This is an optimization exercise on Yosys and OpenROAD, whose aim is small area, a short achievable clock period and few clock cycles, not a production implementation.
At most, simulation tests tie the RTL to the original design; equivalence was not proved.
The RTL of runs 2 to 5 was laid out without a check of its function.
No driver is modelled on the clock port, so clocking that relies on it looks cheaper here than on a real chip.

==> flow/design.v, too long to show whole: its modules and the start of the top module <==
// module conv_yt: 256 lines
// module mac21: 1497 lines
module conv_yt(
input             rst,
input             clk,
output            M0_R_req,
output     [31:0] M0_addr,
input      [31:0] M0_R_data,
output     [3:0]  M0_W_req,
output     [31:0] M0_W_data,
output            M1_R_req,
output     [31:0] M1_addr,
input      [31:0] M1_R_data,
output reg [3:0]  M1_W_req,
output     [31:0] M1_W_data,
input             start,
output reg        finish
);
  // ...
==> flow/flow/run.sh <==
#!/bin/bash
# The standard layout (standard.sh), with one change: the buffers that
# buffer_ports puts on the ports become buf_4 instead of the default delay
# buffer (flow/ports.tcl, run before the placement's resizing step).
set -euo pipefail
here=$(pwd)
export PRE_RESIZE_TCL="$here/flow/ports.tcl"
bash standard.sh > "$here/standard_make.log" 2>&1
==> flow/flow/ports.tcl <==
# Port buffers: the buffers buffer_ports put on every input and output, as a
# stronger, faster buffer than the default delay cell.
set n 0
foreach inst [[ord::get_db_block] getInsts] {
  set name [$inst getName]
  if {[regexp {^(input|output)[0-9]+$} $name] && [[$inst getMaster] getName] eq "sky130_fd_sc_hd__clkdlybuf4s50_1"} {
    replace_cell $name sky130_fd_sc_hd__buf_4
    incr n
  }
}
puts "ports.tcl: replaced $n port buffers"
==> flow/standard.sh <==
#!/bin/bash
# synth_recipe.tcl (not shown) runs the flow's synth.tcl, then flattens the netlist and writes it again
# the make line also repeats each setting of config.mk as NAME=value (left out here)
make -C /OpenROAD-flow-scripts/flow DESIGN_CONFIG=/design/flow/config.mk WORK_HOME=/design/flow/orfs CLKGATE_MAP_FILE= SYNTH_SCRIPT=/design/flow/synth_recipe.tcl "${@:-finish}"
==> flow/config.mk <==
export PLATFORM = sky130hd
export DESIGN_NAME = conv_yt
export DESIGN_NICKNAME = conv_yt
export VERILOG_FILES = /design/flow/design.v
export SDC_FILE = /design/flow/constraint.sdc
export NUM_CORES = 4
export LEC_CHECK = 0
export ABC_AREA = 1
export CAP_MARGIN = 20
export CORE_MARGIN = 2
export CORE_UTILIZATION = 40
export GPL_TIMING_DRIVEN = 0
export SLEW_MARGIN = 20
==> flow/constraint.sdc <==
create_clock -name core_clock -period 26.0 [get_ports {clk}]
set_input_delay 5.2000 -clock core_clock [delete_from_list [all_inputs] [get_ports {clk}]]
set_output_delay 5.2000 -clock core_clock [all_outputs]
set_load 0.01 [all_outputs]
==> reports/metrics.csv, run 1 <==
metric,value,unit
seq_share,20.0,%
status,timing/DRC/antenna clean,
grt_max_degree,29,
ys_seq_area_share,21.9,%
initial_core_util,40.2,%
hold_path.class,flop to flop,
min_to,s1[2][17]$_DFF_P_,
wl_met3,29.3,mm
ys_seq_elements,663,
synth_area_per_cell,7.39,um2
fin_nets,9823,
yosysTopAreaCell,dfxtp_1,
multi_input_area_share,59.3,%
die_h,403,um
die_w,403,um
end_kind,flop,
final.clkbuf_count,95,
synth_mux_area_share,0.348,%
worstSkewPairLatency,690,ps
dp_worst_setup_slack,18330,ps
ff2ff_setup_slack,18110,ps
wirelength,291,mm
drt_iter0_markers,6835,
synth_cell_type_count,61,
n_tap_cell,2072,
finalSetupViolCount,0,
fin_cells,11000,
Testbench counts, summed over its fixed seeds: cycles 52,728.
==> module conv_yt, before the edit <==
module conv_yt(
input             rst,
input             clk,
output            M0_R_req,
output     [31:0] M0_addr,
input      [31:0] M0_R_data,
output     [3:0]  M0_W_req,
output     [31:0] M0_W_data,
output            M1_R_req,
output     [31:0] M1_addr,
input      [31:0] M1_R_data,
output reg [3:0]  M1_W_req,
output     [31:0] M1_W_data,
input             start,
output reg        finish
);
localparam [1:0] S_IDLE = 2'd0, S_LOAD = 2'd1, S_PIX = 2'd2, S_WAIT = 2'd3;
function [9:0] waddr;
    input [3:0] k;
    case (k)
        4'd0: waddr = 10'd787;
        4'd1: waddr = 10'd790;
        4'd2: waddr = 10'd784;
        4'd3: waddr = 10'd788;
        4'd4: waddr = 10'd791;
        4'd5: waddr = 10'd785;
        4'd6: waddr = 10'd789;
        4'd7: waddr = 10'd792;
        4'd8: waddr = 10'd786;
        4'd9: waddr = 10'd793;
        default: waddr = 10'd0;
    endcase
endfunction
reg  [1:0]  st;
reg  [3:0]  k;           
reg  [9:0]  raddr;       
reg  [1:0]  ri;          
reg  [1:0]  pc;          
reg  [4:0]  x;           
reg         nar;         
reg         wx;          
reg         dld_v;       
reg  [3:0]  dld_k;
reg         dlw;         
reg         hit;         
reg         d_v, d_xh, d_yh, d_col, d_wr, d_last;
reg  [1:0]  d_al;
reg         m_v, m_col, m_wr, m_last;
reg  [1:0]  m_al, m_aln;         
reg  [31:0] s0 [0:2];            
reg  [31:0] s1 [0:2];
reg  [31:0] s2 [0:2];
reg  [31:0] bias;
reg  [31:0] acc0, acc1, acc2;
reg  [31:0] outd;
reg         wr_r;
reg         fin_r;
reg  [9:0]  widx;
wire        wy       = ~nar;
wire [1:0]  last_pc  = (wx & wy) ? 2'd3 : ((wx | wy) ? 2'd1 : 2'd0);
wire        last_col = (ri == 2'd2) && (pc == last_pc);
wire        r_last   = (raddr == 10'd783) && last_col;
wire        r_xh     = wx & pc[0];
wire        r_yh     = wy & (wx ? pc[1] : pc[0]);
wire        narrow_new = (s2[2][31:19] == {13{s2[2][31]}});
wire        px_wide  = (M0_R_data[31:20] != {12{M0_R_data[31]}});
always @(posedge clk) begin
    if (~rst) begin
        st    <= S_IDLE;
        k     <= 4'd0;
        raddr <= waddr(4'd0);
        ri    <= 2'd0;
        pc    <= 2'd0;
        x     <= 5'd0;
        dld_v <= 1'b0;
        d_v   <= 1'b0;
        hit   <= 1'b0;
        wx    <= 1'b0;
    end else begin
        dld_v <= 1'b0;
        d_v   <= 1'b0;
        hit   <= d_v & ~wx & px_wide;
        ri    <= (ri == 2'd2) ? 2'd0 : ri + 2'd1;
        if (hit) begin
            wx <= 1'b1;
            st <= S_WAIT;
        end else begin
            case (st)
            S_IDLE: begin
                if (start) begin
                    st    <= S_LOAD;
                    k     <= 4'd1;
                    raddr <= waddr(4'd1);
                    dld_v <= 1'b1;
                    dld_k <= 4'd0;
                    wx    <= 1'b0;
                end
            end
            S_LOAD: begin
                dld_v <= 1'b1;
                dld_k <= k;
                k     <= k + 4'd1;
                raddr <= waddr(k + 4'd1);
                if (k == 4'd9) begin
                    st <= S_PIX;
                    ri <= 2'd0;
                    pc <= 2'd0;
                    x  <= 5'd0;
                end
            end
            S_WAIT: begin
                if (ri == 2'd2) begin
                    st    <= S_PIX;
                    raddr <= 10'd0;
                    pc    <= 2'd0;
                    x     <= 5'd0;
                end
            end
            default: begin
                d_v    <= 1'b1;
                d_xh   <= r_xh;
                d_yh   <= r_yh;
                d_al   <= {r_xh & r_yh, r_xh ^ r_yh};
                d_col  <= last_col;
                d_wr   <= (x >= 5'd2);
                d_last <= r_last;
                if (ri != 2'd2) begin
                    raddr <= raddr + 10'd28;
                end else if (pc == last_pc) begin
                    pc    <= 2'd0;
                    x     <= (x == 5'd27) ? 5'd0 : x + 5'd1;
                    raddr <= raddr - 10'd55;
                end else begin
                    pc    <= pc + 2'd1;
                    raddr <= raddr - 10'd56;
                end
                if (r_last) begin
                    st    <= S_IDLE;
                    raddr <= waddr(4'd0);
                end
            end
            endcase
        end
    end
end
always @(posedge clk) begin
    s0[0] <= s1[0]; s0[1] <= s1[1]; s0[2] <= s1[2];
    s1[0] <= s2[0]; s1[1] <= s2[1]; s1[2] <= s2[2];
    if (dld_v && dld_k != 4'd9) begin
        s2[0] <= s0[1]; s2[1] <= s0[2]; s2[2] <= M0_R_data;
    end else begin
        s2[0] <= s0[0]; s2[1] <= s0[1]; s2[2] <= s0[2];
    end
    if (dld_v && dld_k == 4'd9) bias <= M0_R_data;
    dlw <= dld_v && dld_k != 4'd9;
    if (st == S_IDLE && start) nar <= 1'b1;
    else if (dlw) nar <= nar & narrow_new;
end
function [29:0] benc;    
    input [20:0] e;
    integer g;
    begin
        for (g = 0; g < 10; g = g + 1) begin
            benc[g]      = e[2*g+2];
            benc[10 + g] = e[2*g+1] ^ e[2*g];
            benc[20 + g] = (e[2*g+2] & ~e[2*g+1] & ~e[2*g]) | (~e[2*g+2] & e[2*g+1] & e[2*g]);
        end
    end
endfunction
function [20:0] wsel;
    input        hi;
    input [31:0] w;
    wsel = hi ? {{8{w[31]}}, w[31:19]} : {w[19:0], 1'b0};
endfunction
function [20:0] xsel;
    input        split;
    input        hi;
    input [31:0] p;
    xsel = hi ? {{9{p[31]}}, p[31:20]} : {p[20] & ~split, p[19:0]};
endfunction
reg  [29:0] dg0, dg1, dg2;
reg  [20:0] px0, px1n, px2;      
always @(posedge clk) begin
    dg0 <= benc(wsel(d_yh, s1[0]));
    dg1 <= benc(wsel(d_yh, s1[1]));
    dg2 <= benc(wsel(d_yh, s1[2]));
    px0  <= xsel(wx, d_xh, M0_R_data);
    px1n <= ~xsel(wx, d_xh, M0_R_data);
    if (d_v) px2 <= xsel(wx, d_xh, M0_R_data);
    m_al  <= d_al;
    m_aln <= ~d_al;
end
function [47:0] arow;
    input [1:0]  al;
    input [31:0] a;
    case (al)
        2'd0:    arow = {a, 16'b0};
        2'd1:    arow = {20'b0, a[31:4]};
        default: arow = {40'b0, a[31:24]};
    endcase
endfunction
function [31:0] res;
    input [1:0]  aln;
    input [47:0] t;
    input [31:0] a;
    case (aln)
        2'd3:    res = t[47:16];
        2'd2:    res = {t[27:0], a[3:0]};
        default: res = {t[7:0], a[23:0]};
    endcase
endfunction
wire [47:0] t0, t1, t2;
mac21 u0(.x(px0),   .neg(dg0[9:0]), .one(dg0[19:10]), .two(dg0[29:20]), .a(arow(m_al, acc0)), .rnd(m_aln == 2'd3), .s(t0));
mac21 u1(.x(~px1n), .neg(dg1[9:0]), .one(dg1[19:10]), .two(dg1[29:20]), .a(arow(m_al, acc1)), .rnd(m_aln == 2'd3), .s(t1));
mac21 u2(.x(px2),   .neg(dg2[9:0]), .one(dg2[19:10]), .two(dg2[29:20]), .a(arow(m_al, acc2)), .rnd(m_aln == 2'd3), .s(t2));
wire [31:0] r0 = res(m_aln, t0, acc0);
wire [31:0] r1 = res(m_aln, t1, acc1);
wire [31:0] r2 = res(m_aln, t2, acc2);
always @(posedge clk) begin
    if (~rst) begin
        m_v   <= 1'b0;
        wr_r  <= 1'b0;
        fin_r <= 1'b0;
    end else begin
        m_v   <= d_v & ~hit;
        wr_r  <= m_v & m_col & m_wr & ~hit;
        fin_r <= m_v & m_last & ~hit;
    end
    m_col  <= d_col;
    m_wr   <= d_wr;
    m_last <= d_last;
    if (m_col | ~m_v) begin
        acc0 <= bias;
        acc1 <= r0;
        acc2 <= r1;
    end else begin
        acc0 <= r0;
        acc1 <= r1;
        acc2 <= r2;
    end
    outd <= r2;
    if ((st == S_IDLE && start) || hit) widx <= 10'd0;
    else if (wr_r) widx <= widx + 10'd1;
end
assign M0_R_req  = 1'b1;
assign M0_addr   = {20'b0, raddr, 2'b0};
assign M0_W_req  = 4'b0000;
assign M0_W_data = 32'b0;
assign M1_R_req  = 1'b1;
assign M1_addr   = {20'b0, widx, 2'b0};
assign M1_W_data = outd;
always @(*) begin
    M1_W_req = {4{wr_r}};
    finish   = fin_r;
end
endmodule
==> run 2, diff against run 1 <==
--- a/flow/design.v
+++ b/flow/design.v
@@ -38,16 +38,17 @@
 reg  [1:0]  pc;          
 reg  [4:0]  x;           
 reg         nar;         
 reg         wx;          
 reg         dld_v;       
 reg  [3:0]  dld_k;
 reg         dlw;         
 reg         hit;         
+reg         start_r;     
 reg         d_v, d_xh, d_yh, d_col, d_wr, d_last;
 reg  [1:0]  d_al;
 reg         m_v, m_col, m_wr, m_last;
 reg  [1:0]  m_al, m_aln;         
 reg  [31:0] s0 [0:2];            
 reg  [31:0] s1 [0:2];
 reg  [31:0] s2 [0:2];
 reg  [31:0] bias;
@@ -71,28 +72,30 @@
         raddr <= waddr(4'd0);
         ri    <= 2'd0;
         pc    <= 2'd0;
         x     <= 5'd0;
         dld_v <= 1'b0;
         d_v   <= 1'b0;
         hit   <= 1'b0;
         wx    <= 1'b0;
+        start_r <= 1'b0;
     end else begin
+        start_r <= start;
         dld_v <= 1'b0;
         d_v   <= 1'b0;
         hit   <= d_v & ~wx & px_wide;
         ri    <= (ri == 2'd2) ? 2'd0 : ri + 2'd1;
         if (hit) begin
             wx <= 1'b1;
             st <= S_WAIT;
         end else begin
             case (st)
             S_IDLE: begin
-                if (start) begin
+                if (start_r) begin
                     st    <= S_LOAD;
                     k     <= 4'd1;
                     raddr <= waddr(4'd1);
                     dld_v <= 1'b1;
                     dld_k <= 4'd0;
                     wx    <= 1'b0;
                 end
             end
@@ -148,17 +151,17 @@
     s1[0] <= s2[0]; s1[1] <= s2[1]; s1[2] <= s2[2];
     if (dld_v && dld_k != 4'd9) begin
         s2[0] <= s0[1]; s2[1] <= s0[2]; s2[2] <= M0_R_data;
     end else begin
         s2[0] <= s0[0]; s2[1] <= s0[1]; s2[2] <= s0[2];
     end
     if (dld_v && dld_k == 4'd9) bias <= M0_R_data;
     dlw <= dld_v && dld_k != 4'd9;
-    if (st == S_IDLE && start) nar <= 1'b1;
+    if (st == S_IDLE && start_r) nar <= 1'b1;
     else if (dlw) nar <= nar & narrow_new;
 end
 function [29:0] benc;    
     input [20:0] e;
     integer g;
     begin
         for (g = 0; g < 10; g = g + 1) begin
             benc[g]      = e[2*g+2];
@@ -234,17 +237,17 @@
         acc1 <= r0;
         acc2 <= r1;
     end else begin
         acc0 <= r0;
         acc1 <= r1;
         acc2 <= r2;
     end
     outd <= r2;
-    if ((st == S_IDLE && start) || hit) widx <= 10'd0;
+    if ((st == S_IDLE && start_r) || hit) widx <= 10'd0;
     else if (wr_r) widx <= widx + 10'd1;
 end
 assign M0_R_req  = 1'b1;
 assign M0_addr   = {20'b0, raddr, 2'b0};
 assign M0_W_req  = 4'b0000;
 assign M0_W_data = 32'b0;
 assign M1_R_req  = 1'b1;
 assign M1_addr   = {20'b0, widx, 2'b0};
@@ -1744,10 +1747,191 @@
   assign hs262 = hs220 ^ hc219;
   assign hc262 = hs220 & hc219;
   wire hs263;
   wire hc263;
   assign hs263 = hs221 ^ hc220;
   assign hc263 = hs221 & hc220;
   wire [47:0] ra = {hs263, hs262, hs261, hs260, hs259, hs258, hs257, hs256, hs255, hs254, hs253, hs252, fs251, fs250, fs249, fs248, fs247, fs246, fs245, fs244, fs243, fs242, fs241, fs240, fs239, fs238, fs237, fs236, fs235, fs234, fs233, fs232, fs231, fs230, fs229, fs228, fs227, fs226, fs225, fs224, hs223, hs222, fs179, fs178, fs177, fs176, hs175, hs174};
   wire [47:0] rb = {hc262, hc261, hc260, hc259, hc258, hc257, hc256, hc255, hc254, hc253, hc252, fc251, fc250, fc249, fc248, fc247, fc246, fc245, fc244, fc243, fc242, fc241, fc240, fc239, fc238, fc237, fc236, fc235, fc234, fc233, fc232, fc231, fc230, fc229, fc228, fc227, fc226, fc225, fc224, hc223, hc222, fc179, fc178, fc177, fc176, hc175, hc174, a[0]};
-  assign s = ra + rb;
+  mac21_cpa cpa(.a(ra), .b(rb), .s(s));
+endmodule
+module mac21_cpa(input [47:0] a, input [47:0] b, output [47:0] s);
+  wire [47:0] p = a ^ b;
+  wire [47:0] g = a & b;
+  wire G1 = g[1] | (p[1] & g[0]);
+  wire G2 = g[3] | (p[3] & g[2]);
+  wire P2 = p[3] & p[2];
+  wire G3 = g[5] | (p[5] & g[4]);
+  wire P3 = p[5] & p[4];
+  wire G4 = g[7] | (p[7] & g[6]);
+  wire P4 = p[7] & p[6];
+  wire G5 = g[9] | (p[9] & g[8]);
+  wire P5 = p[9] & p[8];
+  wire G6 = g[11] | (p[11] & g[10]);
+  wire P6 = p[11] & p[10];
+  wire G7 = g[13] | (p[13] & g[12]);
+  wire P7 = p[13] & p[12];
+  wire G8 = g[15] | (p[15] & g[14]);
+  wire P8 = p[15] & p[14];
+  wire G9 = g[17] | (p[17] & g[16]);
+  wire P9 = p[17] & p[16];
+  wire G10 = g[19] | (p[19] & g[18]);
+  wire P10 = p[19] & p[18];
+  wire G11 = g[21] | (p[21] & g[20]);
+  wire P11 = p[21] & p[20];
+  wire G12 = g[23] | (p[23] & g[22]);
+  wire P12 = p[23] & p[22];
+  wire G13 = g[25] | (p[25] & g[24]);
+  wire P13 = p[25] & p[24];
+  wire G14 = g[27] | (p[27] & g[26]);
+  wire P14 = p[27] & p[26];
+  wire G15 = g[29] | (p[29] & g[28]);
+  wire P15 = p[29] & p[28];
+  wire G16 = g[31] | (p[31] & g[30]);
+  wire P16 = p[31] & p[30];
+  wire G17 = g[33] | (p[33] & g[32]);
+  wire P17 = p[33] & p[32];
+  wire G18 = g[35] | (p[35] & g[34]);
+  wire P18 = p[35] & p[34];
+  wire G19 = g[37] | (p[37] & g[36]);
+  wire P19 = p[37] & p[36];
+  wire G20 = g[39] | (p[39] & g[38]);
+  wire P20 = p[39] & p[38];
+  wire G21 = g[41] | (p[41] & g[40]);
+  wire P21 = p[41] & p[40];
+  wire G22 = g[43] | (p[43] & g[42]);
+  wire P22 = p[43] & p[42];
+  wire G23 = g[45] | (p[45] & g[44]);
+  wire P23 = p[45] & p[44];
+  wire G24 = g[47] | (p[47] & g[46]);
+  wire P24 = p[47] & p[46];
+  wire G25 = G2 | (P2 & G1);
+  wire G26 = G4 | (P4 & G3);
+  wire P26 = P4 & P3;
+  wire G27 = G6 | (P6 & G5);
+  wire P27 = P6 & P5;
+  wire G28 = G8 | (P8 & G7);
+  wire P28 = P8 & P7;
+  wire G29 = G10 | (P10 & G9);
+  wire P29 = P10 & P9;
+  wire G30 = G12 | (P12 & G11);
+  wire P30 = P12 & P11;
+  wire G31 = G14 | (P14 & G13);
+  wire P31 = P14 & P13;
+  wire G32 = G16 | (P16 & G15);
+  wire P32 = P16 & P15;
+  wire G33 = G18 | (P18 & G17);
+  wire P33 = P18 & P17;
+  wire G34 = G20 | (P20 & G19);
+  wire P34 = P20 & P19;
+  wire G35 = G22 | (P22 & G21);
+  wire P35 = P22 & P21;
+  wire G36 = G24 | (P24 & G23);
+  wire P36 = P24 & P23;
+  wire G37 = G26 | (P26 & G25);
+  wire G38 = G28 | (P28 & G27);
+  wire P38 = P28 & P27;
+  wire G39 = G30 | (P30 & G29);
+  wire P39 = P30 & P29;
+  wire G40 = G32 | (P32 & G31);
+  wire P40 = P32 & P31;
+  wire G41 = G34 | (P34 & G33);
+  wire P41 = P34 & P33;
+  wire G42 = G36 | (P36 & G35);
+  wire P42 = P36 & P35;
+  wire G43 = G38 | (P38 & G37);
+  wire G44 = G40 | (P40 & G39);
+  wire P44 = P40 & P39;
+  wire G45 = G42 | (P42 & G41);
+  wire P45 = P42 & P41;
+  wire G46 = G44 | (P44 & G43);
+  wire G47 = G45 | (P45 & G46);
+  wire G48 = G39 | (P39 & G43);
+  wire G49 = G41 | (P41 & G46);
+  wire G50 = G27 | (P27 & G37);
+  wire G51 = G29 | (P29 & G43);
+  wire G52 = G31 | (P31 & G48);
+  wire G53 = G33 | (P33 & G46);
+  wire G54 = G35 | (P35 & G49);
+  wire G55 = G3 | (P3 & G25);
+  wire G56 = G5 | (P5 & G37);
+  wire G57 = G7 | (P7 & G50);
+  wire G58 = G9 | (P9 & G43);
+  wire G59 = G11 | (P11 & G51);
+  wire G60 = G13 | (P13 & G48);
+  wire G61 = G15 | (P15 & G52);
+  wire G62 = G17 | (P17 & G46);
+  wire G63 = G19 | (P19 & G53);
+  wire G64 = G21 | (P21 & G49);
+  wire G65 = G23 | (P23 & G54);
+  wire G66 = g[2] | (p[2] & G1);
+  wire G67 = g[4] | (p[4] & G25);
+  wire G68 = g[6] | (p[6] & G55);
+  wire G69 = g[8] | (p[8] & G37);
+  wire G70 = g[10] | (p[10] & G56);
+  wire G71 = g[12] | (p[12] & G50);
+  wire G72 = g[14] | (p[14] & G57);
+  wire G73 = g[16] | (p[16] & G43);
+  wire G74 = g[18] | (p[18] & G58);
+  wire G75 = g[20] | (p[20] & G51);
+  wire G76 = g[22] | (p[22] & G59);
+  wire G77 = g[24] | (p[24] & G48);
+  wire G78 = g[26] | (p[26] & G60);
+  wire G79 = g[28] | (p[28] & G52);
+  wire G80 = g[30] | (p[30] & G61);
+  wire G81 = g[32] | (p[32] & G46);
+  wire G82 = g[34] | (p[34] & G62);
+  wire G83 = g[36] | (p[36] & G53);
+  wire G84 = g[38] | (p[38] & G63);
+  wire G85 = g[40] | (p[40] & G49);
+  wire G86 = g[42] | (p[42] & G64);
+  wire G87 = g[44] | (p[44] & G54);
+  wire G88 = g[46] | (p[46] & G65);
+  assign s[0] = p[0];
+  assign s[1] = p[1] ^ g[0];
+  assign s[2] = p[2] ^ G1;
+  assign s[3] = p[3] ^ G66;
+  assign s[4] = p[4] ^ G25;
+  assign s[5] = p[5] ^ G67;
+  assign s[6] = p[6] ^ G55;
+  assign s[7] = p[7] ^ G68;
+  assign s[8] = p[8] ^ G37;
+  assign s[9] = p[9] ^ G69;
+  assign s[10] = p[10] ^ G56;
+  assign s[11] = p[11] ^ G70;
+  assign s[12] = p[12] ^ G50;
+  assign s[13] = p[13] ^ G71;
+  assign s[14] = p[14] ^ G57;
+  assign s[15] = p[15] ^ G72;
+  assign s[16] = p[16] ^ G43;
+  assign s[17] = p[17] ^ G73;
+  assign s[18] = p[18] ^ G58;
+  assign s[19] = p[19] ^ G74;
+  assign s[20] = p[20] ^ G51;
+  assign s[21] = p[21] ^ G75;
+  assign s[22] = p[22] ^ G59;
+  assign s[23] = p[23] ^ G76;
+  assign s[24] = p[24] ^ G48;
+  assign s[25] = p[25] ^ G77;
+  assign s[26] = p[26] ^ G60;
+  assign s[27] = p[27] ^ G78;
+  assign s[28] = p[28] ^ G52;
+  assign s[29] = p[29] ^ G79;
+  assign s[30] = p[30] ^ G61;
+  assign s[31] = p[31] ^ G80;
+  assign s[32] = p[32] ^ G46;
+  assign s[33] = p[33] ^ G81;
+  assign s[34] = p[34] ^ G62;
+  assign s[35] = p[35] ^ G82;
+  assign s[36] = p[36] ^ G53;
+  assign s[37] = p[37] ^ G83;
+  assign s[38] = p[38] ^ G63;
+  assign s[39] = p[39] ^ G84;
+  assign s[40] = p[40] ^ G49;
+  assign s[41] = p[41] ^ G85;
+  assign s[42] = p[42] ^ G64;
+  assign s[43] = p[43] ^ G86;
+  assign s[44] = p[44] ^ G54;
+  assign s[45] = p[45] ^ G87;
+  assign s[46] = p[46] ^ G65;
+  assign s[47] = p[47] ^ G88;
 endmodule
==> flow/run.sh (new file) <==
#!/bin/bash
# synth_recipe.tcl (not shown) runs the flow's synth.tcl, then flattens the netlist and writes it again
# the make line also repeats each setting of config.mk as NAME=value (left out here)
make -C /OpenROAD-flow-scripts/flow DESIGN_CONFIG=/design/flow/config.mk WORK_HOME=/design/flow/orfs CLKGATE_MAP_FILE= SYNTH_SCRIPT=/design/flow/synth_recipe.tcl finish
removed: flow/flow/run.sh
removed: flow/flow/ports.tcl
removed: flow/standard.sh
==> run 2 against run 1 <==
Sequential share of layout area is 2.2 points higher; fmax is 13% lower; synthesized cell count is 24% lower; via count is 20% lower.
==> reports/metrics.csv, run 2 <==
metric,value,unit,change
m1WireLength,89.7,mm,
worst_path_max_delay_cell,a221oi_1,,
initial_core_util,40.2,%,+0.042 points
finalSetupTns,0,ps,
top_regs,"s0: 96 flops, s1: 96 flops, s2: 96 flops",,
hold_path.class,flop to flop,,
clock_skew,39.8,ps,
die_h,381,um,-5.4%
synthDominantCellAreaShare,22.4,%,
clkSinkCount,664,,
synth_top_family_by_area,adder cells,,
synth.most_common_cell,inv_1,,
cts_tree,done,,
numCtsBuffers,70,,
die_area,0.145,mm2,
grtUsageTotal,30.8,%,
synth_area_per_cell,8.65,um2,+17%
multi_input_area,0.0363,mm2,
cp_common_cell,nand2_1,,
ys_seq_elements,664,,+0.15%
rsz0062_at_grt,no,,
status,timing/DRC/antenna clean,,
fin_nets,7850,,-20%
finalSetupViolCount,0,,unchanged
finalHoldViolCount,0,,
fin_util,44.6,%,
synth_cell_type_count,60,,-1.6%
fin_crit,9040,ps,
wire_per_inst,25.7,um,
first_pass_iters,14,,
gp_congestion,1.04,,
n_fill_cell,14200,,
dr_wl_met2,100,mm,
grt_pass1_vias,48000,,
setup_ws,16960,ps,
register_area,0.0139,mm2,
cp-start-kind,flop,,
drv_cap,0,,
synth_ff_type,dfxtp_1,,
slew_headroom,16.8,%,
synth_mux_area_share,0.722,%,+0.37 points
async_reset_ff_share,0,%,
synth_cells,6570,,
drive_gt1_share,5.15,%,
portBuffers,91,,
cts_setup_buffers,0,,
core,0.141,mm2,
crit_arrival,9500,ps,
worstMarginPinSlew,1250,ps,
die_w,381,um,-5.4%
report.final.slew_viol_count,0,,
dpl_cell_area,0.0605,mm2,
grt_pass1_wl,327,mm,
critPathBufInv,5,,
top_layer,met5,,
area_delta_synth_final,10.8,%,
ys_seq_area_share,24.5,%,+2.6 points
grt_max_degree,27,,-6.9%
crit_required,26460,ps,
rows,138,,
hpwl,185,mm,
crit_family,adder cells,,
final_cell_mix,"inv_1 (1184), nand2_1 (896), xor2_1 (720)",,
synth_compound_area_share,12.4,%,
clockBufferDepth,3,,
cts_hold_buf,0,,
synth_xor_area_share,11.6,%,
drtAntennaViolNets,0,,
path_clk_slew,70,ps,
synth_simple_gate_area_share,9.01,%,
wirelength,226,mm,-22%
finalCritPeriodShare,34.8,%,
clock_tree.root_cell,clkbuf_16,,
final_common_cell,inv_1,,
dp_worst_setup_slack,16990,ps,-1340 ps
num_io_pins,206,,
synth_fa_ha_area_share,29.6,%,
wl_met3,20.1,mm,-32%
vias,47500,,
end_kind,flop,,
htreeDepth,3,,
overflow,0,,
cts_resized,0,,
worstSkewPairLatency,650,ps,-40 ps
yosys-top-cells-count,"inv_1 (1184), nand2_1 (896), xor2_1 (720)",,
fmax,111,MHz,
yosysWarnings,4,,
viasPerCell,5.41,,
yosysTopAreaCell,fa_1,,
post-route-drc-count,0,,
drt_iter0_markers,5187,,-24%
cpPeakStageDelay,760,ps,
netlist_top_cells_area,"fa_1 (22%), dfxtp_1 (21%), xor2_1 (11%)",,
syn_area,0.0568,mm2,
crit_type,flop to flop,,
antenna_found_initial,7,,
synth_edf_count,64,,
fin_area,0.0630,mm2,
cp_max_fo,10,,
## run 2: logic make-up (layout without fill, tap and decap cells)
logic type      count (synthesis)  in the layout
simple gates                 1267           1267
other cells                     2             90
mux                            41             41
buf+inv                      1728           1956
fa+ha+maj                     962            962
xor+xnor                      752            752
flops                         664            664
compound gates               1154           1154
## run 2: path summary, 6_finish.rpt
| kind | start | slack (ps) | depth (start not counted) | to |
|---|---|---|---|---|
| min reg2reg | s2[0][0]$_DFF_P_ | 320 | 0 | s1[0][0]$_DFF_P_ |
| max | px1n[20]$_DFF_P_ | 16960 | 28 | acc1[30]$_DFF_P_ |
| min | s2[0][0]$_DFF_P_ | 320 | 0 | s1[0][0]$_DFF_P_ |
| max reg2reg | px1n[20]$_DFF_P_ | 16960 | 28 | acc1[30]$_DFF_P_ |
## run 2: area by class of cell
| type | instances | area share, % |
|---|---|---|
| sequential | 664 | 22.1 |
| antenna | 8 | 0.0318 |
| tap | 1890 | 3.76 |
| clock inverter | 35 | 0.626 |
| buffer | 498 | 3.61 |
| timing repair buffer | 99 | 1.61 |
| clock buffer | 94 | 3.20 |
| multi-input combinational | 4258 | 57.7 |
| inverter | 1230 | 7.34 |
## run 2: metal layers
| layer | track usage [%] | up-vias |
|---|---|---|
| met1 | 39.2 | 23100 |
| met4 | 17.8 | 10 |
| met2 | 48.7 | 2575 |
| met3 | 5.97 | 618 |
| met5 | 0 | - |
| li1 | - | 21200 |
## run 2: per-stage QoR
step	hold slack (ps)	std cells
after global placement	310	8631
after CTS	319	8767
after floorplan	310	6650
after global routing	324	8768
after detailed placement	312	8638
final	318	8776
## run 2: worst register-to-register path, delay by kind of cell (launching register included)
family | cells | cell delay (ps)
multiplexers | 1 | 160
buffers and inverters | 5 | 1250
AO/OA/AOI/OAI | 4 | 1530
AND/OR/NAND/NOR | 9 | 1120
XOR/XNOR | 1 | 330
adder cells (fa/ha/maj) | 8 | 4040
flip-flops | 1 | 440
==> run 3, diff against run 2 <==
==> flow/flow/run.sh (new file) <==
#!/bin/bash
# The standard layout (standard.sh), with one change: the buffers that
# buffer_ports puts on the ports become buf_4 instead of the default delay
# buffer (flow/ports.tcl, run before the placement's resizing step).
set -euo pipefail
here=$(pwd)
export PRE_RESIZE_TCL="$here/flow/ports.tcl"
bash standard.sh > "$here/standard_make.log" 2>&1
==> flow/flow/ports.tcl (new file) <==
# Port buffers: the buffers buffer_ports put on every input and output, as a
# stronger, faster buffer than the default delay cell.
set n 0
foreach inst [[ord::get_db_block] getInsts] {
  set name [$inst getName]
  if {[regexp {^(input|output)[0-9]+$} $name] && [[$inst getMaster] getName] eq "sky130_fd_sc_hd__clkdlybuf4s50_1"} {
    replace_cell $name sky130_fd_sc_hd__buf_4
    incr n
  }
}
puts "ports.tcl: replaced $n port buffers"
==> flow/standard.sh (new file) <==
#!/bin/bash
# synth_recipe.tcl (not shown) runs the flow's synth.tcl, then flattens the netlist and writes it again
# the make line also repeats each setting of config.mk as NAME=value (left out here)
make -C /OpenROAD-flow-scripts/flow DESIGN_CONFIG=/design/flow/config.mk WORK_HOME=/design/flow/orfs CLKGATE_MAP_FILE= SYNTH_SCRIPT=/design/flow/synth_recipe.tcl "${@:-finish}"
--- a/flow/config.mk
+++ b/flow/config.mk
@@ -11,3 +11,2 @@
 export CORE_UTILIZATION = 40
-export GPL_TIMING_DRIVEN = 0
-export SLEW_MARGIN = 20
+export SLEW_MARGIN = 70
removed: flow/run.sh
==> run 3 against run 2 <==
Still clean; non-clock buffer count shrank 371; fmax increased by 9.9%; synthesized cell count is the same; largest cell class unchanged.
==> reports/metrics.csv, run 3 <==
metric,value,unit,change
status,timing/DRC/antenna clean,,
initial_core_util,40.2,%,unchanged
crit_family,adder cells,,
synth_xor_area_share,11.6,%,unchanged
clock_skew,48.3,ps,+8.59 ps
use_met3,5.60,%,-0.37 points
final_common_cell,inv_1,,
gp_congestion,0.949,,-8.9%
num_io_pins,206,,unchanged
finalHoldViolCount,0,,unchanged
overflow,0,,unchanged
setup_ws,17780,ps,+814 ps
grt_pass1_vias,45600,,-5.0%
final_cell_mix,"inv_1 (1106), nand2_1 (894), xor2_1 (702)",,
worstSkewPairLatency,660,ps,about the same
yosysWarnings,4,,unchanged
die_h,381,um,unchanged
cts_tree,done,,
wirelength,194,mm,-14%
top_regs,"s0: 96 flops, s1: 96 flops, s2: 96 flops",,
yosysTopAreaCell,fa_1,,
synth_edf_count,64,,unchanged
hold_path.class,flop to flop,,
core,0.141,mm2,unchanged
rr_endpoint,acc2[28]$_DFF_P_,,
cts_setup_buffers,0,,unchanged
gr-usage-met1,34.2,%,-4.9 points
grt_pass1_wl,291,mm,-11%
htreeDepth,3,,unchanged
vias,45900,,-3.4%
grt_max_degree,65,,+140%
dp.cells,8264,,-4.3%
grt.busiest_layer,met2,,
finalCritPeriodShare,31.6,%,-3.1 points
drt_iter0_markers,5100,,-1.7%
rows,138,,unchanged
min_to,s1[0][20]$_DFF_P_,,
report.final.slew_viol_count,0,,unchanged
grtUsageTotal,26.6,%,-4.2 points
met2_usage,41.1,%,-7.6 points
area_delta_synth_final,10.1,%,
finalSetupViolCount,0,,unchanged
synthDominantCellAreaShare,22.4,%,unchanged
synth_mux_area_share,0.722,%,unchanged
viasPerCell,5.46,,+0.97%
ys_seq_area_share,24.5,%,unchanged
synth_compound_area_share,12.4,%,unchanged
synth_ff_type,dfxtp_1,,
synth_area_per_cell,8.65,um2,unchanged
crit_arrival,8750,ps,-750 ps
wire_per_inst,23.2,um,-10%
synth_simple_gate_area_share,9.01,%,unchanged
synth_cells,6570,,unchanged
crit_required,26530,ps,+70 ps
cts_hold_buf,0,,unchanged
drtAntennaViolNets,0,,unchanged
die_w,381,um,unchanged
die_area,0.145,mm2,unchanged
netlist_top_cells_area,"fa_1 (22%), dfxtp_1 (21%), xor2_1 (11%)",,
drv_cap,0,,unchanged
min_path_cells,0,,unchanged
finalSetupTns,0,ps,unchanged
fmax,122,MHz,+9.9%
critPathBufInv,6,,+1
ff2ff_setup_slack,17780,ps,+810 ps
synth_top_family_by_area,adder cells,,
hpwl,145,mm,-22%
rr_startpoint,dg1[11]$_DFF_P_,,
ys_seq_elements,664,,unchanged
syn_area,0.0568,mm2,unchanged
cp_max_fo,13,,+3
synth.most_common_cell,inv_1,,
yosys-top-cells-count,"inv_1 (1184), nand2_1 (896), xor2_1 (720)",,
cpPeakStageDelay,600,ps,-160 ps
post-route-drc-count,0,,unchanged
reg2regPathDepth,29,,+3.6%
fin_cells,8394,,-4.4%
synth_cell_type_count,60,,unchanged
rsz0062_at_grt,no,,
clockBufferDepth,3,,unchanged
antenna_found_initial,7,,unchanged
async_reset_ff_share,0,%,unchanged
crit_start,dg1[11]$_DFF_P_,,
fin_nets,7477,,-4.8%
end_kind,flop,,
clock_tree.root_cell,clkbuf_16,,
cts_resized,0,,unchanged
drive_gt1_share,9.50,%,+4.4 points
worst_path_max_delay_cell,clkdlybuf4s50_1,,
clkSinkCount,664,,unchanged
cp-start-kind,flop,,
path_clk_slew,70,ps,about the same
dp_worst_setup_slack,18000,ps,+1000 ps
first_pass_iters,8,,-6
hold_start,s2[0][20]$_DFF_P_,,
crit_type,flop to flop,,
portBuffers,91,,unchanged
numCtsBuffers,68,,-2.9%
fin_crit,8220,ps,-814 ps
cp_common_cell,nand2_1,,
synth_fa_ha_area_share,29.6,%,unchanged
## run 3: cell families (layout without fill, tap and decap cells)
group,Yosys count,after routing
DFF,664,664
adders and majority gates,962,962
and+or+nand+nor,1267,1267
buffers and inverters,1728,1581
AOI/OAI and AO/OA,1154,1154
other,2,83
muxes,41,41
xor gates and xnor gates,752,752
## run 3: how the worst max path moves through the flow
stage          cells past startpoint          endpoint
4_1_cts                           29  acc2[28]$_DFF_P_
5_1_grt                           29  acc2[28]$_DFF_P_
3_3_place_gp                      26  acc2[11]$_DFF_P_
3_5_place_dp                      29  acc2[28]$_DFF_P_
2_1_floorplan                     35  acc2[31]$_DFF_P_
6_report                          29  acc2[28]$_DFF_P_
## run 3: routing by layer
metal / wire length (um) / vias up
met3: 19600 / 599
met5: 64 / -
met1: 75800 / 22200
li1: - / 20400
met4: 13900 / 10
met2: 85100 / 2600
## run 3: stage by stage
stage	area (um2)	hold WS, ps	utilization (%)
floorplan	57100	310	-
global placement	58900	310	41.7
detailed placement	60000	312	42.4
CTS	62400	316	44.2
global route	62600	317	44.3
finish	62600	310	44.3
## run 3: worst reg2reg max path: cells and delay by family (launching register included)
kind / cells / cell delay, ps
DFF: 1 / 430
xor gates and xnor gates: 1 / 110
buffers and inverters: 6 / 1550
and+or+nand+nor: 10 / 1230
adders and majority gates: 8 / 3990
AOI/OAI and AO/OA: 4 / 810
## run 3: final cells by class
type | instances | area [um2]
Clock buffer | 93 | 1960
Timing Repair Buffer | 226 | 1860
Sequential cell | 664 | 14000
Multi-Input combinational cell | 4258 | 37200
Inverter | 1230 | 4770
Clock inverter | 32 | 508
Fill cell | 13900 | 78700
Antenna cell | 1 | 2.50
Tap cell | 1890 | 2360
==> run 4, diff against run 3 <==
==> flow/flow/run.sh (replaced) <==
#!/bin/bash
# The standard layout (standard.sh) with two additions, both hooks of the
# ORFS scripts:
#  - flow/ports.tcl, before the placement's resizing step: the buffers that
#    buffer_ports puts on the ports become buf_4 instead of the default delay
#    buffer;
#  - flow/post_cts.tcl, after clock tree synthesis: setup repair aimed at a
#    shorter clock period than the design's (the constraints are unchanged).
set -euo pipefail
here=$(pwd)
export PRE_RESIZE_TCL="$here/flow/ports.tcl"
export POST_CTS_TCL="$here/flow/post_cts.tcl"
export FLOW_TARGET_NS=6.6
bash standard.sh > "$here/standard_make.log" 2>&1
==> flow/flow/post_cts.tcl (new file) <==
set target $::env(FLOW_TARGET_NS)
set margin [expr {$::env(FLOW_PERIOD_NS) - $target}]
puts "post_cts.tcl: repair_timing -setup_margin $margin (target $target ns)"
estimate_parasitics -placement
repair_timing -setup -setup_margin $margin -verbose
detailed_placement
check_placement -verbose
estimate_parasitics -placement
report_worst_slack -max
==> run 4 against run 3 <==
Sequential cell count unchanged; routed wire length up 2.8%; critical path type unchanged; worst setup slack better by 1300 ps; worst hold slack worse by 0.94 ps; non-clock buffer count up 85.
==> reports/metrics.csv, run 4 <==
metric,value,unit,change
area_delta_synth_final,14.3,%,
yosysWarnings,4,,unchanged
cpPeakStageDelay,610,ps,about the same
gp_congestion,0.949,,unchanged
wirelength,200,mm,+2.8%
hpwl,145,mm,unchanged
post-route-drc-count,0,,unchanged
finalSetupTns,0,ps,unchanged
vias,46500,,+1.4%
synth_area_per_cell,8.65,um2,unchanged
drtAntennaViolNets,0,,unchanged
finalHoldViolCount,0,,unchanged
yosys-top-cells-count,"inv_1 (1184), nand2_1 (896), xor2_1 (720)",,
finalSetupViolCount,0,,unchanged
die_area,0.145,mm2,unchanged
ff2ff_setup_slack,19100,ps,+1320 ps
first_pass_iters,6,,-2
crit_path_end,acc2[31]$_DFF_P_,,
status,timing/DRC/antenna clean,,
rows,138,,unchanged
netlist_top_cells_area,"fa_1 (22%), dfxtp_1 (21%), xor2_1 (11%)",,
num_io_pins,206,,unchanged
grtUsageTotal,27.3,%,+0.75 points
worst_path_max_delay_cell,fa_1,,
fin_util,46.0,%,+1.7 points
core,0.141,mm2,unchanged
cp_common_cell,inv_1,,
cp_max_fo,20,,+7
grt_pass1_wl,299,mm,+2.6%
viasPerCell,5.48,,+0.33%
drive_gt1_share,13.7,%,+4.2 points
rsz0062_at_grt,no,,
fin_nets,7568,,+1.2%
grt_pass1_vias,46600,,+2.4%
clkSinkCount,664,,unchanged
clock_skew,49.1,ps,+0.765 ps
slew_headroom,66.4,%,
final_common_cell,inv_1,,
finalCritPeriodShare,26.5,%,-5.1 points
overflow,0,,unchanged
cp-start-kind,flop,,
reg2regPathDepth,34,,+17%
die_w,381,um,unchanged
fmax,145,MHz,+19%
wire_per_inst,23.6,um,+1.7%
synth_ff_type,dfxtp_1,,
crit_start,dg2[15]$_DFF_P_,,
path_clk_slew,60,ps,about the same
final_cell_mix,"inv_1 (1087), nand2_1 (859), xor2_1 (692)",,
worstSkewPairLatency,660,ps,about the same
fin_crit,6900,ps,-1320 ps
syn_area,0.0568,mm2,unchanged
rr_startpoint,dg2[15]$_DFF_P_,,
synth_cell_type_count,60,,unchanged
crit_type,flop to flop,,
crit_arrival,7430,ps,-1320 ps
top_regs,"s0: 96 flops, s1: 96 flops, s2: 96 flops",,
initial_core_util,40.2,%,unchanged
async_reset_ff_share,0,%,unchanged
rr_endpoint,acc2[31]$_DFF_P_,,
portBuffers,91,,unchanged
cts_tree,done,,
end_kind,flop,,
ys_seq_elements,664,,unchanged
ys_seq_area_share,24.5,%,unchanged
hold_ws,309,ps,-0.938 ps
drv_cap,0,,unchanged
die_h,381,um,unchanged
antenna_found_initial,8,,+1
synth_edf_count,64,,unchanged
drt_iter0_markers,5013,,-1.7%
synthDominantCellAreaShare,22.4,%,unchanged
crit_required,26530,ps,about the same
worstMarginPinSlew,504,ps,
synth_cells,6570,,unchanged
synth.most_common_cell,inv_1,,
report.final.slew_viol_count,0,,unchanged
hold_path.class,flop to flop,,
grt_max_degree,65,,unchanged
yosysTopAreaCell,fa_1,,
[run 4: area by class of cell]
| cell class | instances | area [um2] |
|---|---|---|
| antenna | 1 | 2.50 |
| tap | 1890 | 2360 |
| clock inverter | 32 | 508 |
| timing repair inverter | 6 | 37.5 |
| inverter | 1230 | 4920 |
| fill | 13600 | 76300 |
| timing repair buffer | 311 | 3010 |
| clock buffer | 93 | 1960 |
| multi-input combinational | 4258 | 38100 |
| sequential | 664 | 14000 |
[run 4: metal layers]
metal	up-vias	GRT usage (%)	share of wire (%)
met1	22500	34.7	39
met4	12	16.7	7.6
met5	-	0	0.039
met2	2692	42.0	43
li1	20600	-	-
met3	662	6.58	11
[run 4: worst min path at each step]
| stage | from | end | slack, ps | cells past startpoint |
|---|---|---|---|---|
| after floorplan | s2[0][0]$_DFF_P_ | s1[0][0]$_DFF_P_ | 310 | 0 |
| after global placement | s2[0][6]$_DFF_P_ | s1[0][6]$_DFF_P_ | 310 | 0 |
| after detailed placement | s2[1][6]$_DFF_P_ | s1[1][6]$_DFF_P_ | 310 | 0 |
| final | s2[0][20]$_DFF_P_ | s1[0][20]$_DFF_P_ | 310 | 0 |
| after global routing | s2[0][20]$_DFF_P_ | s1[0][20]$_DFF_P_ | 320 | 0 |
[run 4: logic make-up after synthesis]
kind of cell / after synthesis / synth area share, %
AND/OR/NAND/NOR: 1267 / 9.01
other: 2 / 0.0132
buffers and inverters: 1728 / 12.1
AO/OA/AOI/OAI: 1154 / 12.4
flip-flops: 664 / 24.5
multiplexers: 41 / 0.722
adder cells (fa/ha/maj): 962 / 29.6
XOR/XNOR: 752 / 11.6
[run 4: worst max-delay path, delay by kind of cell, from the launching register on]
kind	cells	cell delay (ps)
buf+inv	7	680
xor+xnor	2	280
simple gates	11	840
compound gates	6	1080
fa+ha+maj	8	3430
flops	1	410
[run 4: stage by stage]
stage / cells / setup slack (ps) / area [um2]
2_1_floorplan: 6650 / 19260 / 57100
3_3_place_gp: 8235 / 17920 / 58900
3_5_place_dp: 8264 / 18000 / 60000
5_1_grt: 8484 / 18800 / 64900
6_report: 8485 / 19100 / 64900
==> run 5, diff against run 4 <==
--- a/flow/design.v
+++ b/flow/design.v
@@ -55,3 +55,2 @@
 reg  [31:0] acc0, acc1, acc2;
-reg  [31:0] outd;
 reg         wr_r;
@@ -214,9 +213,13 @@
 endfunction
+reg         sh;
+wire [31:0] ain0 = sh ? bias : acc0;
+wire [31:0] ain1 = sh ? acc0 : acc1;
+wire [31:0] ain2 = sh ? acc1 : acc2;
 wire [47:0] t0, t1, t2;
-mac21 u0(.x(px0),   .neg(dg0[9:0]), .one(dg0[19:10]), .two(dg0[29:20]), .a(arow(m_al, acc0)), .rnd(m_aln == 2'd3), .s(t0));
-mac21 u1(.x(~px1n), .neg(dg1[9:0]), .one(dg1[19:10]), .two(dg1[29:20]), .a(arow(m_al, acc1)), .rnd(m_aln == 2'd3), .s(t1));
-mac21 u2(.x(px2),   .neg(dg2[9:0]), .one(dg2[19:10]), .two(dg2[29:20]), .a(arow(m_al, acc2)), .rnd(m_aln == 2'd3), .s(t2));
-wire [31:0] r0 = res(m_aln, t0, acc0);
-wire [31:0] r1 = res(m_aln, t1, acc1);
-wire [31:0] r2 = res(m_aln, t2, acc2);
+mac21 u0(.x(px0),   .neg(dg0[9:0]), .one(dg0[19:10]), .two(dg0[29:20]), .a(arow(m_al, ain0)), .rnd(m_aln == 2'd3), .s(t0));
+mac21 u1(.x(~px1n), .neg(dg1[9:0]), .one(dg1[19:10]), .two(dg1[29:20]), .a(arow(m_al, ain1)), .rnd(m_aln == 2'd3), .s(t1));
+mac21 u2(.x(px2),   .neg(dg2[9:0]), .one(dg2[19:10]), .two(dg2[29:20]), .a(arow(m_al, ain2)), .rnd(m_aln == 2'd3), .s(t2));
+wire [31:0] r0 = res(m_aln, t0, ain0);
+wire [31:0] r1 = res(m_aln, t1, ain1);
+wire [31:0] r2 = res(m_aln, t2, ain2);
 always @(posedge clk) begin
@@ -234,12 +237,6 @@
     m_last <= d_last;
-    if (m_col | ~m_v) begin
-        acc0 <= bias;
-        acc1 <= r0;
-        acc2 <= r1;
-    end else begin
-        acc0 <= r0;
-        acc1 <= r1;
-        acc2 <= r2;
-    end
-    outd <= r2;
+    sh     <= m_col | ~m_v;
+    acc0   <= r0;
+    acc1   <= r1;
+    acc2   <= r2;
     if ((st == S_IDLE && start_r) || hit) widx <= 10'd0;
@@ -253,3 +250,3 @@
 assign M1_addr   = {20'b0, widx, 2'b0};
-assign M1_W_data = outd;
+assign M1_W_data = acc2;    
 always @(*) begin
--- a/flow/flow/run.sh
+++ b/flow/flow/run.sh
@@ -12,3 +12,3 @@
 export POST_CTS_TCL="$here/flow/post_cts.tcl"
-export FLOW_TARGET_NS=6.6
+export FLOW_TARGET_NS=6.4
 bash standard.sh > "$here/standard_make.log" 2>&1
==> run 5 against run 4 <==
Fmax is 1.8% higher; critical path depth fell by 4; final cell count decreased by 1.8%; critical endpoint unchanged; sequential cell count is 31 lower; still clean; non-clock buffer count down 23; first-iteration DRC count shrank 5.6%.
==> reports/metrics.csv, run 5 <==
metric,value,unit,change
synth_area_per_cell,8.69,um2,+0.41%
finalCritPeriodShare,26.1,%,-0.46 points
yosysTopAreaCell,fa_1,,
drtAntennaViolNets,0,,unchanged
area_delta_synth_final,13.3,%,
worst_path_max_delay_cell,fa_1,,
clkSinkCount,633,,-4.7%
netlist_top_cells_area,"fa_1 (23%), dfxtp_1 (20%), xor2_1 (11%)",,
grtUsageTotal,27.3,%,about the same
drt_iter0_markers,4731,,-5.6%
fmax,147,MHz,+1.8%
synth_cells,6452,,-1.8%
drv_cap,0,,unchanged
grt_max_degree,51,,-22%
fin_nets,7439,,-1.7%
cts_tree,done,,
core,0.139,mm2,-1.3%
portBuffers,91,,unchanged
worstMarginPinSlew,484,ps,-20.2 ps
end_kind,flop,,
vias,46100,,-0.88%
synth_ff_type,dfxtp_1,,
die_area,0.143,mm2,-1.4%
wirelength,197,mm,-1.7%
status,timing/DRC/antenna clean,,
overflow,0,,unchanged
crit_required,26470,ps,-60 ps
post-route-drc-count,0,,unchanged
final_cell_mix,"inv_1 (1057), nand2_1 (809), xor2_1 (698)",,
synth_edf_count,64,,unchanged
worstSkewPairLatency,660,ps,about the same
ys_seq_area_share,23.8,%,-0.76 points
num_io_pins,206,,unchanged
crit_type,flop to flop,,
final_common_cell,inv_1,,
finalHoldViolCount,0,,unchanged
crit_arrival,7250,ps,-180 ps
grt_pass1_wl,292,mm,-2.4%
wire_per_inst,23.6,um,about the same
rsz0062_at_grt,no,,
path_clk_slew,60,ps,about the same
async_reset_ff_share,0,%,unchanged
synth.most_common_cell,inv_1,,
hpwl,142,mm,-2.1%
yosys-top-cells-count,"inv_1 (1150), nand2_1 (842), xor2_1 (711)",,
drive_gt1_share,13.6,%,-0.16 points
slew_headroom,67.1,%,+0.66 points
top_regs,"s0: 96 flops, s1: 96 flops, s2: 96 flops",,
die_h,378,um,-0.69%
antennaDiodeCount,0,,-1
cpPeakStageDelay,550,ps,-60 ps
syn_area,0.0560,mm2,-1.4%
finalSetupViolCount,0,,unchanged
report.final.slew_viol_count,0,,unchanged
synth_cell_type_count,60,,unchanged
n_fill_cell,13300,,-2.2%
rows,137,,-0.72%
ys_seq_elements,633,,-4.7%
antenna_found_initial,7,,-1
initial_core_util,40.2,%,about the same
yosysWarnings,4,,unchanged
first_pass_iters,9,,+3
grt_pass1_vias,46500,,-0.35%
fin_crit,6780,ps,-120 ps
hold_path.class,flop to flop,,
die_w,378,um,-0.69%
viasPerCell,5.53,,+0.89%
finalSetupTns,0,ps,unchanged
clock_skew,47.6,ps,-1.54 ps
cp-start-kind,flop,,
gp_congestion,0.966,,+1.8%
cp_max_fo,7,,-65%
synthDominantCellAreaShare,22.7,%,+0.32 points
## run 5: cell types whose count changed after synthesis, sizes merged, moves of 9 or more
cell    delta
nand2     -53
o21ai     -39
inv       -33
dfxtp     -31
xnor2     +24
o221ai    +18
a221oi    -17
o21bai    +14
clkbuf    -12
mux2i     +11
xor2      -10
a21oi      -9
or2        +9
## run 5: worst max-delay path, delay by kind of cell (launching register included)
family / cells / cell delay (ps)
buf+inv: 5 / 490
fa+ha+maj: 8 / 3560
simple gates: 11 / 1150
xor+xnor: 2 / 380
compound gates: 4 / 590
flops: 1 / 420
## run 5: worst paths after layout
| path | startpoint | to | slack [ps] | depth (start not counted) |
|---|---|---|---|---|
| max | px2[17]$_DFFE_PP_ | acc2[31]$_DFF_P_ | 19220 | 30 |
| min | s2[1][22]$_DFF_P_ | s1[1][22]$_DFF_P_ | 300 | 0 |
| max reg2reg | px2[17]$_DFFE_PP_ | acc2[31]$_DFF_P_ | 19220 | 30 |
| min reg2reg | s2[1][22]$_DFF_P_ | s1[1][22]$_DFF_P_ | 300 | 0 |
## run 5: per-layer routing
metal  wire (um)  up-vias  GRT usage, %
li1            -    20300             -
met1       75800    22400          34.6
met2       85700     2697          41.9
met3       24300      688          8.93
met4       10700        6          12.9
met5          74        -             0
## run 5: metrics by stage
stage	setup WS, ps	util [%]	hold WS, ps	area (um2)	cells
2_1_floorplan	19270	-	310	56300	6532
3_3_place_gp	17800	41.6	310	58000	8085
3_5_place_dp	18460	42.2	312	58900	8105
5_1_grt	18950	45.6	306	63500	8336
6_report	19220	45.6	299	63500	8336
## run 5: layout make-up
cell class | instances | area (um2) | area share, %
multi-input cells | 4210 | 37600 | 59.2
flip-flops and latches | 633 | 13500 | 21.3
inverters | 1198 | 4830 | 7.60
repair buffers | 288 | 2890 | 4.55
well taps | 1876 | 2350 | 3.70
clock buffers | 89 | 1860 | 2.93
clock inverters | 29 | 419 | 0.660
repair inverters | 13 | 72.6 | 0.114
## run 5: cell families (layout without fill, tap and decap cells)
| group | Yosys count | after routing | share of synthesized area (%) |
|---|---|---|---|
| AOI/OAI and AO/OA | 1129 | 1129 | 12.4 |
| xor gates and xnor gates | 766 | 766 | 12.0 |
| adders and majority gates | 962 | 962 | 30.0 |
| buffers and inverters | 1689 | 1617 | 12.0 |
| DFF | 633 | 633 | 23.8 |
| muxes | 54 | 54 | 0.969 |
| other | 2 | 82 | 0.0134 |
| and+or+nand+nor | 1217 | 1217 | 8.79 |

## re-timing with driven ports
How much do the figures lean on ideal ports? The routed layouts below were timed once more, with nothing changed but the port constraints.
Step 1 assumes that a clkbuf_16 drives the clock port and a buf_2 every other input.
Step 2 also shifts input and output timing later by t, the mid clock arrival at the registers, as if the neighbouring blocks saw the same clock.
Three values: ideal ports, drivers, drivers and shift; two values: the first two.
run	shift t [ns]	setup WS [ns]	worst hold slack (ns)	worst setup path at the end
run 1	0.734	18.106 / 18.106 / 18.106	0.301 / 0.301 / 0.301	register to register
run 2	0.698	16.964 / 16.964 / 16.964	0.318 / 0.318 / 0.318	register to register
run 3	0.701	17.778 / 17.778 / 17.778	0.310 / 0.310 / 0.310	register to register
run 4	0.701	19.100 / 19.100 / 19.100	0.309 / 0.309 / 0.309	register to register
run 5	0.720	19.220 / 19.220 / 19.220	0.299 / 0.299 / 0.299	register to register
After both steps every run listed still meets setup and hold.
